This is an optimization exercise on Yosys and OpenROAD, whose aim is small area, a short achievable clock period and few clock cycles per item, not a production implementation.
RTL that was checked went through simulation tests only; none was proved equivalent to the original.
Power is estimated from default activity; no workload was simulated.

==> v19 <==
==> flow/design.v (excerpt) <==
module dcs_tx (
  input         clk,
  input         rst,
  input         start,
  input  [31:0] msg,
  output        ready,
  output        done,
  output [15:0] crc,
  output [95:0] frame
);
Settings: LEC_CHECK=0, CAP_MARGIN=20, CORE_MARGIN=2, CORE_UTILIZATION=40, PLACE_DENSITY=0.6, SLEW_MARGIN=20, SYNTH_HIERARCHICAL=1; clock period 5.0 ns.
standard.sh (not shown) runs the stock make flow with config.mk's settings and CLKGATE_MAP_FILE= SYNTH_SCRIPT=/design/flow/synth_recipe.tcl, a recipe that flattens the netlist after the stock synthesis.
==> flow/flow/run.sh <==
#!/bin/bash
set -euo pipefail
export BUFFER_PORTS_ARGS="-buffer_cell sky130_fd_sc_hd__buf_1"
export CTS_ARGS="-sink_clustering_enable -repair_clock_nets -sink_clustering_size 50 -sink_clustering_max_diameter 500 -root_buf sky130_fd_sc_hd__clkbuf_16 -buf_list sky130_fd_sc_hd__clkbuf_16"
bash standard.sh > standard.log 2>&1
==> v28 (differences from v19) <==
==> flow/flow/run.sh (replaced) <==
#!/bin/bash
# Standard layout, but with the port buffers made from sky130_fd_sc_hd__buf_1
# instead of the buffer buffer_ports picks on its own.
set -euo pipefail
export BUFFER_PORTS_ARGS="-buffer_cell sky130_fd_sc_hd__buf_1"
bash standard.sh > standard.log 2>&1
- CTS_CLUSTER_DIAMETER: default -> 200
- CTS_CLUSTER_SIZE: default -> 50
==> comparison table <==
metric	v19	v28
Result of the run	no timing/DRC/antenna violations	no timing/DRC/antenna violations
Arrival @ worst endpoint	1530 ps	1560 ps
Multi-input combinational area share	43.9%	44.5%
P_seq	609 µW	608 µW
Post-Route M1 WL	3260 µm	3270 µm
Number of design-rule violations left by the first detailed-router iteration	53	57
Period utilization	50.7%	51.1%
Number of global-route vias before repair	2071	2070
Layout overhead on the synthesized area	24.3%	22.6%
Fraction of power consumed by sequential logic	32.8%	34.5%
Portion of the layout cell area used by clock cells	3.57%	2.23%
Worst Tran Pin Value	625 ps	620 ps
Met2 demand-to-capacity share in global routing	24.9%	24.9%
Share of cell area taken by flip-flops and latches	35.6%	36.1%
Vias	2271	2268
Total global-route track usage	15.3%	15.5%
Clock distribution power	330 µW	235 µW
Via-to-Cell Ratio	4.40	4.40
Cell Int Power	1.06 mW	974 µW
Share of power burned in the clock network	17.8%	13.3%
Relative contribution of combinational cells to total power	49.5%	52.1%
Testbench counts of v19, summed over its fixed seeds: cycles 512, items 512.
Testbench counts of v28, summed over its fixed seeds: cycles 512, items 512.

---

==> v35: inputs <==
==> flow/design.v <==
module dcs_tx_xor2 (input a, input b, output y);
  assign y = a ^ b;
endmodule
module dcs_tx_mux2 (input s, input a1, input a0, output y);
  assign y = s ? a1 : a0;
endmodule
module dcs_tx_xnor2 (input a, input b, output y);
  assign y = ~(a ^ b);
endmodule
module dcs_tx (
  input         clk,
  input         rst,
  input         start,
  input  [31:0] msg,
  output        ready,
  output        done,
  output [15:0] crc,
  output [95:0] frame
);
  reg [31:0] data;
  reg [15:0] crc_r;
  reg        done_r;
  wire [31:0] data_d;
  wire [15:0] crc_in;
  genvar i;
  generate
    for (i = 0; i < 32; i = i + 1) begin : hold
      dcs_tx_mux2 m (.s(start), .a1(msg[i]), .a0(data[i]), .y(data_d[i]));
    end
  endgenerate
  always @(posedge clk)
    begin
      data  <= data_d;
      crc_r <= crc_in;
      if (rst)
        done_r <= 1'b0;
      else if (start)
        done_r <= 1'b1;
    end
  wire [64:0] t;
  dcs_tx_xor2 ct0 (.a(data_d[3]), .b(data_d[31]), .y(t[0]));
  dcs_tx_xor2 ct1 (.a(data_d[16]), .b(data_d[30]), .y(t[1]));
  dcs_tx_xor2 ct2 (.a(data_d[4]), .b(data_d[17]), .y(t[2]));
  dcs_tx_xor2 ct3 (.a(data_d[8]), .b(data_d[24]), .y(t[3]));
  dcs_tx_xor2 ct4 (.a(data_d[10]), .b(data_d[23]), .y(t[4]));
  dcs_tx_xor2 ct5 (.a(data_d[19]), .b(data_d[21]), .y(t[5]));
  dcs_tx_xor2 ct6 (.a(data_d[20]), .b(data_d[22]), .y(t[6]));
  dcs_tx_xor2 ct7 (.a(data_d[5]), .b(data_d[18]), .y(t[7]));
  dcs_tx_xor2 ct8 (.a(data_d[6]), .b(data_d[7]), .y(t[8]));
  dcs_tx_xor2 ct9 (.a(data_d[1]), .b(data_d[2]), .y(t[9]));
  dcs_tx_xor2 ct10 (.a(data_d[11]), .b(data_d[12]), .y(t[10]));
  dcs_tx_xor2 ct11 (.a(data_d[9]), .b(data_d[25]), .y(t[11]));
  dcs_tx_xor2 ct12 (.a(t[4]), .b(t[11]), .y(t[12]));
  dcs_tx_xor2 ct13 (.a(t[0]), .b(t[2]), .y(t[13]));
  dcs_tx_xor2 ct14 (.a(t[6]), .b(t[8]), .y(t[14]));
  dcs_tx_xor2 ct15 (.a(data_d[13]), .b(data_d[26]), .y(t[15]));
  dcs_tx_xor2 ct16 (.a(t[5]), .b(t[7]), .y(t[16]));
  dcs_tx_xor2 ct17 (.a(data_d[27]), .b(t[10]), .y(t[17]));
  dcs_tx_xor2 ct18 (.a(data_d[15]), .b(t[9]), .y(t[18]));
  dcs_tx_xor2 ct19 (.a(data_d[0]), .b(t[1]), .y(t[19]));
  dcs_tx_xor2 ct20 (.a(t[12]), .b(t[13]), .y(t[20]));
  dcs_tx_xor2 ct21 (.a(t[14]), .b(t[16]), .y(t[21]));
  dcs_tx_xor2 ct22 (.a(t[20]), .b(t[21]), .y(t[22]));
  dcs_tx_xor2 ct23 (.a(data_d[14]), .b(data_d[28]), .y(t[23]));
  dcs_tx_xor2 ct24 (.a(data_d[29]), .b(data_d[31]), .y(t[24]));
  dcs_tx_xor2 ct25 (.a(t[3]), .b(t[15]), .y(t[25]));
  dcs_tx_xor2 ct26 (.a(t[18]), .b(t[19]), .y(t[26]));
  dcs_tx_xor2 ct27 (.a(t[17]), .b(t[25]), .y(t[27]));
  dcs_tx_xor2 ct28 (.a(data_d[5]), .b(data_d[6]), .y(t[28]));
  dcs_tx_xor2 ct29 (.a(data_d[8]), .b(data_d[21]), .y(t[29]));
  dcs_tx_xor2 ct30 (.a(data_d[26]), .b(data_d[29]), .y(t[30]));
  dcs_tx_xor2 ct31 (.a(data_d[24]), .b(data_d[26]), .y(t[31]));
  dcs_tx_xor2 ct32 (.a(data_d[9]), .b(data_d[22]), .y(t[32]));
  dcs_tx_xor2 ct33 (.a(data_d[4]), .b(data_d[20]), .y(t[33]));
  dcs_tx_xor2 ct34 (.a(data_d[12]), .b(data_d[28]), .y(t[34]));
  dcs_tx_xor2 ct35 (.a(data_d[2]), .b(data_d[18]), .y(t[35]));
  dcs_tx_xor2 ct36 (.a(data_d[7]), .b(data_d[23]), .y(t[36]));
  dcs_tx_xor2 ct37 (.a(data_d[17]), .b(data_d[30]), .y(t[37]));
  dcs_tx_xor2 ct38 (.a(data_d[10]), .b(data_d[11]), .y(t[38]));
  dcs_tx_xor2 ct39 (.a(data_d[1]), .b(t[23]), .y(t[39]));
  dcs_tx_xor2 ct40 (.a(t[10]), .b(t[30]), .y(t[40]));
  dcs_tx_xor2 ct41 (.a(t[5]), .b(t[28]), .y(t[41]));
  dcs_tx_xor2 ct42 (.a(t[0]), .b(t[1]), .y(t[42]));
  dcs_tx_xor2 ct43 (.a(data_d[14]), .b(t[3]), .y(t[43]));
  dcs_tx_xor2 ct44 (.a(t[24]), .b(t[37]), .y(t[44]));
  dcs_tx_xor2 ct45 (.a(t[15]), .b(t[34]), .y(t[45]));
  dcs_tx_xor2 ct46 (.a(t[9]), .b(t[23]), .y(t[46]));
  dcs_tx_xor2 ct47 (.a(t[29]), .b(t[36]), .y(t[47]));
  dcs_tx_xor2 ct48 (.a(t[3]), .b(t[32]), .y(t[48]));
  dcs_tx_xor2 ct49 (.a(t[31]), .b(t[38]), .y(t[49]));
  dcs_tx_xor2 ct50 (.a(t[7]), .b(t[33]), .y(t[50]));
  dcs_tx_xor2 ct51 (.a(t[24]), .b(t[39]), .y(t[51]));
  dcs_tx_xor2 ct52 (.a(t[18]), .b(t[44]), .y(t[52]));
  dcs_tx_xor2 ct53 (.a(t[35]), .b(t[42]), .y(t[53]));
  dcs_tx_xor2 ct54 (.a(t[40]), .b(t[43]), .y(t[54]));
  dcs_tx_xor2 ct55 (.a(data_d[19]), .b(t[13]), .y(t[55]));
  dcs_tx_xor2 ct56 (.a(data_d[16]), .b(t[46]), .y(t[56]));
  dcs_tx_xor2 ct57 (.a(data_d[25]), .b(t[17]), .y(t[57]));
  dcs_tx_xor2 ct58 (.a(t[26]), .b(t[27]), .y(t[58]));
  dcs_tx_xor2 ct59 (.a(t[19]), .b(t[51]), .y(t[59]));
  dcs_tx_xor2 ct60 (.a(t[26]), .b(t[54]), .y(t[60]));
  dcs_tx_xor2 ct61 (.a(t[27]), .b(t[56]), .y(t[61]));
  dcs_tx_xor2 ct62 (.a(t[22]), .b(t[58]), .y(t[62]));
  dcs_tx_xor2 ct63 (.a(t[22]), .b(t[61]), .y(t[63]));
  dcs_tx_xor2 ct64 (.a(t[22]), .b(t[60]), .y(t[64]));
  assign crc_in[0] = t[62];
  assign crc_in[1] = t[63];
  dcs_tx_xnor2 cn2 (.a(t[19]), .b(t[51]), .y(crc_in[2]));
  assign crc_in[3] = t[52];
  assign crc_in[4] = t[53];
  dcs_tx_xnor2 cn5 (.a(data_d[19]), .b(t[13]), .y(crc_in[5]));
  assign crc_in[6] = t[50];
  assign crc_in[7] = t[41];
  assign crc_in[8] = t[14];
  assign crc_in[9] = t[47];
  assign crc_in[10] = t[48];
  assign crc_in[11] = t[12];
  assign crc_in[12] = t[49];
  assign crc_in[13] = t[57];
  assign crc_in[14] = t[45];
  assign crc_in[15] = t[64];
  wire [47:0] s = {data, crc_r};
  wire [47:0] x, b, p0, p1;
  genvar n;
  generate
    for (n = 0; n < 48; n = n + 1) begin : stream
      assign x[n] = s[47-n];
    end
  endgenerate
  assign b[0]  = x[0];
  assign p0[0] = x[0];
  assign p1[0] = x[0];
  assign p0[1] = b[1];
  assign p1[1] = x[1];
  generate
    for (n = 1; n < 48; n = n + 1) begin : pair
      dcs_tx_xor2 gb (.a(x[n]), .b(x[n-1]), .y(b[n]));
    end
    for (n = 2; n < 48; n = n + 1) begin : enc
      dcs_tx_xor2 g1 (.a(x[n]), .b(b[n-2]), .y(p1[n]));
      dcs_tx_xor2 g0 (.a(b[n]), .b(b[n-2]), .y(p0[n]));
    end
  endgenerate
  wire [95:0] f;
  genvar g, j;
  generate
    for (n = 0; n < 48; n = n + 1) begin : place
      assign f[2*(47-n)+1] = p1[n];
      assign f[2*(47-n)]   = p0[n];
    end
    for (g = 0; g < 3; g = g + 1) begin : grp
      for (j = 0; j < 4; j = j + 1) begin : byt
        assign frame[32*g+8*j +: 8] = {f[32*g+24+2*j +: 2], f[32*g+16+2*j +: 2],
                                       f[32*g+8+2*j +: 2],  f[32*g+2*j +: 2]};
      end
    end
  endgenerate
  assign crc   = crc_r;
  assign ready = 1'b1;
  assign done  = done_r;
endmodule
==> flow/flow/run.sh <==
#!/bin/bash
# Standard layout, but with the port buffers made from sky130_fd_sc_hd__buf_1
# instead of the buffer buffer_ports picks on its own.
set -euo pipefail
export BUFFER_PORTS_ARGS="-buffer_cell sky130_fd_sc_hd__buf_1"
bash standard.sh > standard.log 2>&1
==> flow/standard.sh <==
#!/bin/bash
# synth_recipe.tcl (not shown) runs the flow's synth.tcl, then flattens the netlist and writes it again
# the make line also repeats each setting of config.mk as NAME=value (left out here)
make -C /OpenROAD-flow-scripts/flow DESIGN_CONFIG=/design/flow/config.mk WORK_HOME=/design/flow/orfs CLKGATE_MAP_FILE= SYNTH_SCRIPT=/design/flow/synth_recipe.tcl "${@:-finish}"
==> flow/config.mk <==
export PLATFORM = sky130hd
export DESIGN_NAME = dcs_tx
export DESIGN_NICKNAME = dcs_tx
export VERILOG_FILES = /design/flow/design.v
export SDC_FILE = /design/flow/constraint.sdc
export NUM_CORES = 4
export LEC_CHECK = 0
export CAP_MARGIN = 20
export CORE_MARGIN = 2
export CORE_UTILIZATION = 40
export PLACE_DENSITY = 0.6
export SLEW_MARGIN = 20
export SYNTH_HIERARCHICAL = 1
==> flow/constraint.sdc <==
create_clock -name core_clock -period 5.0 [get_ports {clk}]
set_input_delay 1.0000 -clock core_clock [delete_from_list [all_inputs] [get_ports {clk}]]
set_output_delay 1.0000 -clock core_clock [all_outputs]
set_load 0.01 [all_outputs]
==> v29 (differences from v35) <==
==> flow/design.v, changed modules only <==
module dcs_tx (
  input         clk,
  input         rst,
  input         start,
  input  [31:0] msg,
  output        ready,
  output        done,
  output [15:0] crc,
  output [95:0] frame
);
  reg [31:0] data;
  reg [15:0] crc_r;
  reg        done_r;
  wire [15:0] crc_in;
  always @(posedge clk)
    begin
      if (start)
        begin
          data  <= msg;
          crc_r <= crc_in;
        end
      if (rst)
        done_r <= 1'b0;
      else if (start)
        done_r <= 1'b1;
    end
  wire [64:0] t;
  dcs_tx_xor2 ct0 (.a(msg[3]), .b(msg[31]), .y(t[0]));
  dcs_tx_xor2 ct1 (.a(msg[16]), .b(msg[30]), .y(t[1]));
  dcs_tx_xor2 ct2 (.a(msg[4]), .b(msg[17]), .y(t[2]));
  dcs_tx_xor2 ct3 (.a(msg[8]), .b(msg[24]), .y(t[3]));
  dcs_tx_xor2 ct4 (.a(msg[10]), .b(msg[23]), .y(t[4]));
  dcs_tx_xor2 ct5 (.a(msg[19]), .b(msg[21]), .y(t[5]));
  dcs_tx_xor2 ct6 (.a(msg[20]), .b(msg[22]), .y(t[6]));
  dcs_tx_xor2 ct7 (.a(msg[5]), .b(msg[18]), .y(t[7]));
  dcs_tx_xor2 ct8 (.a(msg[6]), .b(msg[7]), .y(t[8]));
  dcs_tx_xor2 ct9 (.a(msg[1]), .b(msg[2]), .y(t[9]));
  dcs_tx_xor2 ct10 (.a(msg[11]), .b(msg[12]), .y(t[10]));
  dcs_tx_xor2 ct11 (.a(msg[9]), .b(msg[25]), .y(t[11]));
  dcs_tx_xor2 ct12 (.a(t[4]), .b(t[11]), .y(t[12]));
  dcs_tx_xor2 ct13 (.a(t[0]), .b(t[2]), .y(t[13]));
  dcs_tx_xor2 ct14 (.a(t[6]), .b(t[8]), .y(t[14]));
  dcs_tx_xor2 ct15 (.a(msg[13]), .b(msg[26]), .y(t[15]));
  dcs_tx_xor2 ct16 (.a(t[5]), .b(t[7]), .y(t[16]));
  dcs_tx_xor2 ct17 (.a(msg[27]), .b(t[10]), .y(t[17]));
  dcs_tx_xor2 ct18 (.a(msg[15]), .b(t[9]), .y(t[18]));
  dcs_tx_xor2 ct19 (.a(msg[0]), .b(t[1]), .y(t[19]));
  dcs_tx_xor2 ct20 (.a(t[12]), .b(t[13]), .y(t[20]));
  dcs_tx_xor2 ct21 (.a(t[14]), .b(t[16]), .y(t[21]));
  dcs_tx_xor2 ct22 (.a(t[20]), .b(t[21]), .y(t[22]));
  dcs_tx_xor2 ct23 (.a(msg[14]), .b(msg[28]), .y(t[23]));
  dcs_tx_xor2 ct24 (.a(msg[29]), .b(msg[31]), .y(t[24]));
  dcs_tx_xor2 ct25 (.a(t[3]), .b(t[15]), .y(t[25]));
  dcs_tx_xor2 ct26 (.a(t[18]), .b(t[19]), .y(t[26]));
  dcs_tx_xor2 ct27 (.a(t[17]), .b(t[25]), .y(t[27]));
  dcs_tx_xor2 ct28 (.a(msg[5]), .b(msg[6]), .y(t[28]));
  dcs_tx_xor2 ct29 (.a(msg[8]), .b(msg[21]), .y(t[29]));
  dcs_tx_xor2 ct30 (.a(msg[26]), .b(msg[29]), .y(t[30]));
  dcs_tx_xor2 ct31 (.a(msg[24]), .b(msg[26]), .y(t[31]));
  dcs_tx_xor2 ct32 (.a(msg[9]), .b(msg[22]), .y(t[32]));
  dcs_tx_xor2 ct33 (.a(msg[4]), .b(msg[20]), .y(t[33]));
  dcs_tx_xor2 ct34 (.a(msg[12]), .b(msg[28]), .y(t[34]));
  dcs_tx_xor2 ct35 (.a(msg[2]), .b(msg[18]), .y(t[35]));
  dcs_tx_xor2 ct36 (.a(msg[7]), .b(msg[23]), .y(t[36]));
  dcs_tx_xor2 ct37 (.a(msg[17]), .b(msg[30]), .y(t[37]));
  dcs_tx_xor2 ct38 (.a(msg[10]), .b(msg[11]), .y(t[38]));
  dcs_tx_xor2 ct39 (.a(msg[1]), .b(t[23]), .y(t[39]));
  dcs_tx_xor2 ct40 (.a(t[10]), .b(t[30]), .y(t[40]));
  dcs_tx_xor2 ct41 (.a(t[5]), .b(t[28]), .y(t[41]));
  dcs_tx_xor2 ct42 (.a(t[0]), .b(t[1]), .y(t[42]));
  dcs_tx_xor2 ct43 (.a(msg[14]), .b(t[3]), .y(t[43]));
  dcs_tx_xor2 ct44 (.a(t[24]), .b(t[37]), .y(t[44]));
  dcs_tx_xor2 ct45 (.a(t[15]), .b(t[34]), .y(t[45]));
  dcs_tx_xor2 ct46 (.a(t[9]), .b(t[23]), .y(t[46]));
  dcs_tx_xor2 ct47 (.a(t[29]), .b(t[36]), .y(t[47]));
  dcs_tx_xor2 ct48 (.a(t[3]), .b(t[32]), .y(t[48]));
  dcs_tx_xor2 ct49 (.a(t[31]), .b(t[38]), .y(t[49]));
  dcs_tx_xor2 ct50 (.a(t[7]), .b(t[33]), .y(t[50]));
  dcs_tx_xor2 ct51 (.a(t[24]), .b(t[39]), .y(t[51]));
  dcs_tx_xor2 ct52 (.a(t[18]), .b(t[44]), .y(t[52]));
  dcs_tx_xor2 ct53 (.a(t[35]), .b(t[42]), .y(t[53]));
  dcs_tx_xor2 ct54 (.a(t[40]), .b(t[43]), .y(t[54]));
  dcs_tx_xor2 ct55 (.a(msg[19]), .b(t[13]), .y(t[55]));
  dcs_tx_xor2 ct56 (.a(msg[16]), .b(t[46]), .y(t[56]));
  dcs_tx_xor2 ct57 (.a(msg[25]), .b(t[17]), .y(t[57]));
  dcs_tx_xor2 ct58 (.a(t[26]), .b(t[27]), .y(t[58]));
  dcs_tx_xor2 ct59 (.a(t[19]), .b(t[51]), .y(t[59]));
  dcs_tx_xor2 ct60 (.a(t[26]), .b(t[54]), .y(t[60]));
  dcs_tx_xor2 ct61 (.a(t[27]), .b(t[56]), .y(t[61]));
  dcs_tx_xor2 ct62 (.a(t[22]), .b(t[58]), .y(t[62]));
  dcs_tx_xor2 ct63 (.a(t[22]), .b(t[61]), .y(t[63]));
  dcs_tx_xor2 ct64 (.a(t[22]), .b(t[60]), .y(t[64]));
  assign crc_in[0] = t[62];
  assign crc_in[1] = t[63];
  dcs_tx_xnor2 cn2 (.a(t[19]), .b(t[51]), .y(crc_in[2]));
  assign crc_in[3] = t[52];
  assign crc_in[4] = t[53];
  dcs_tx_xnor2 cn5 (.a(msg[19]), .b(t[13]), .y(crc_in[5]));
  assign crc_in[6] = t[50];
  assign crc_in[7] = t[41];
  assign crc_in[8] = t[14];
  assign crc_in[9] = t[47];
  assign crc_in[10] = t[48];
  assign crc_in[11] = t[12];
  assign crc_in[12] = t[49];
  assign crc_in[13] = t[57];
  assign crc_in[14] = t[45];
  assign crc_in[15] = t[64];
  wire [47:0] s = {data, crc_r};
  wire [47:0] x, b, p0, p1;
  genvar n;
  generate
    for (n = 0; n < 48; n = n + 1) begin : stream
      assign x[n] = s[47-n];
    end
  endgenerate
  assign b[0]  = x[0];
  assign p0[0] = x[0];
  assign p1[0] = x[0];
  assign p0[1] = b[1];
  assign p1[1] = x[1];
  generate
    for (n = 1; n < 48; n = n + 1) begin : pair
      dcs_tx_xor2 gb (.a(x[n]), .b(x[n-1]), .y(b[n]));
    end
    for (n = 2; n < 48; n = n + 1) begin : enc
      dcs_tx_xor2 g1 (.a(x[n]), .b(b[n-2]), .y(p1[n]));
      dcs_tx_xor2 g0 (.a(b[n]), .b(b[n-2]), .y(p0[n]));
    end
  endgenerate
  wire [95:0] f;
  genvar g, j;
  generate
    for (n = 0; n < 48; n = n + 1) begin : place
      assign f[2*(47-n)+1] = p1[n];
      assign f[2*(47-n)]   = p0[n];
    end
    for (g = 0; g < 3; g = g + 1) begin : grp
      for (j = 0; j < 4; j = j + 1) begin : byt
        assign frame[32*g+8*j +: 8] = {f[32*g+24+2*j +: 2], f[32*g+16+2*j +: 2],
                                       f[32*g+8+2*j +: 2],  f[32*g+2*j +: 2]};
      end
    end
  endgenerate
  assign crc   = crc_r;
  assign ready = 1'b1;
  assign done  = done_r;
endmodule
// module dcs_tx_mux2 removed
==> results.txt <==
Non-clock buffer count is the same in v29 and v35.
Of v29 and v35, v29 has the higher sequential share of layout area (gap 12 points).
In flip-flop and latch count, v35 and v29 do not differ.
Register-to-register slack: v29 is higher than v35 (1500 ps).
Against v35, the combinational power of v29 is lower by about 45%.
Of v29 and v35, v35 has the higher clock skew (gap 6.7 ps).
Testbench counts of v29, summed over its fixed seeds: cycles 512, items 512.
Only the layout flow was run in v35; the RTL was not checked for function there.

-- separate check: timing with driven ports --
The results above use ideal ports. As a check the final layouts listed here were re-extracted and re-timed, cells and wires unchanged.
Step 1: set_driving_cell puts a clkbuf_16 on clk and a buf_2 on each other input, an assumption about the parent block.
Step 2 moves the port delays by t, midway between the first and last clock arrival at a register: inputs arrive t later, outputs are due t later. That takes back most of the time a late clock gives input paths.
Slacks: ideal / step 1 / step 2; pairs: ideal / step 1.
run | t (ns) | setup slack, ns | hold WS [ns] | worst setup path after step 2 | pins driven straight from the clock port
v19 | 0.310 | 2.466 / 2.437 / 2.311 | 0.476 / 0.476 / 0.476 | input to register | 1
v28 | 0.324 | 2.444 / 2.416 / 2.322 | 0.483 / 0.483 / 0.483 | input to register | 1
v35 | 0.323 | 1.587 / 1.592 / 1.269 | 0.492 / 0.492 / 0.492 | input to register | 1
v29 | 0.324 | 2.444 / 2.416 / 2.322 | 0.483 / 0.483 / 0.483 | input to register | 1
After both steps every run listed still meets setup and hold. For v35, which loses most, drivers alone change the setup slack by +0.005 ns; drivers and shift together by -0.318 ns.
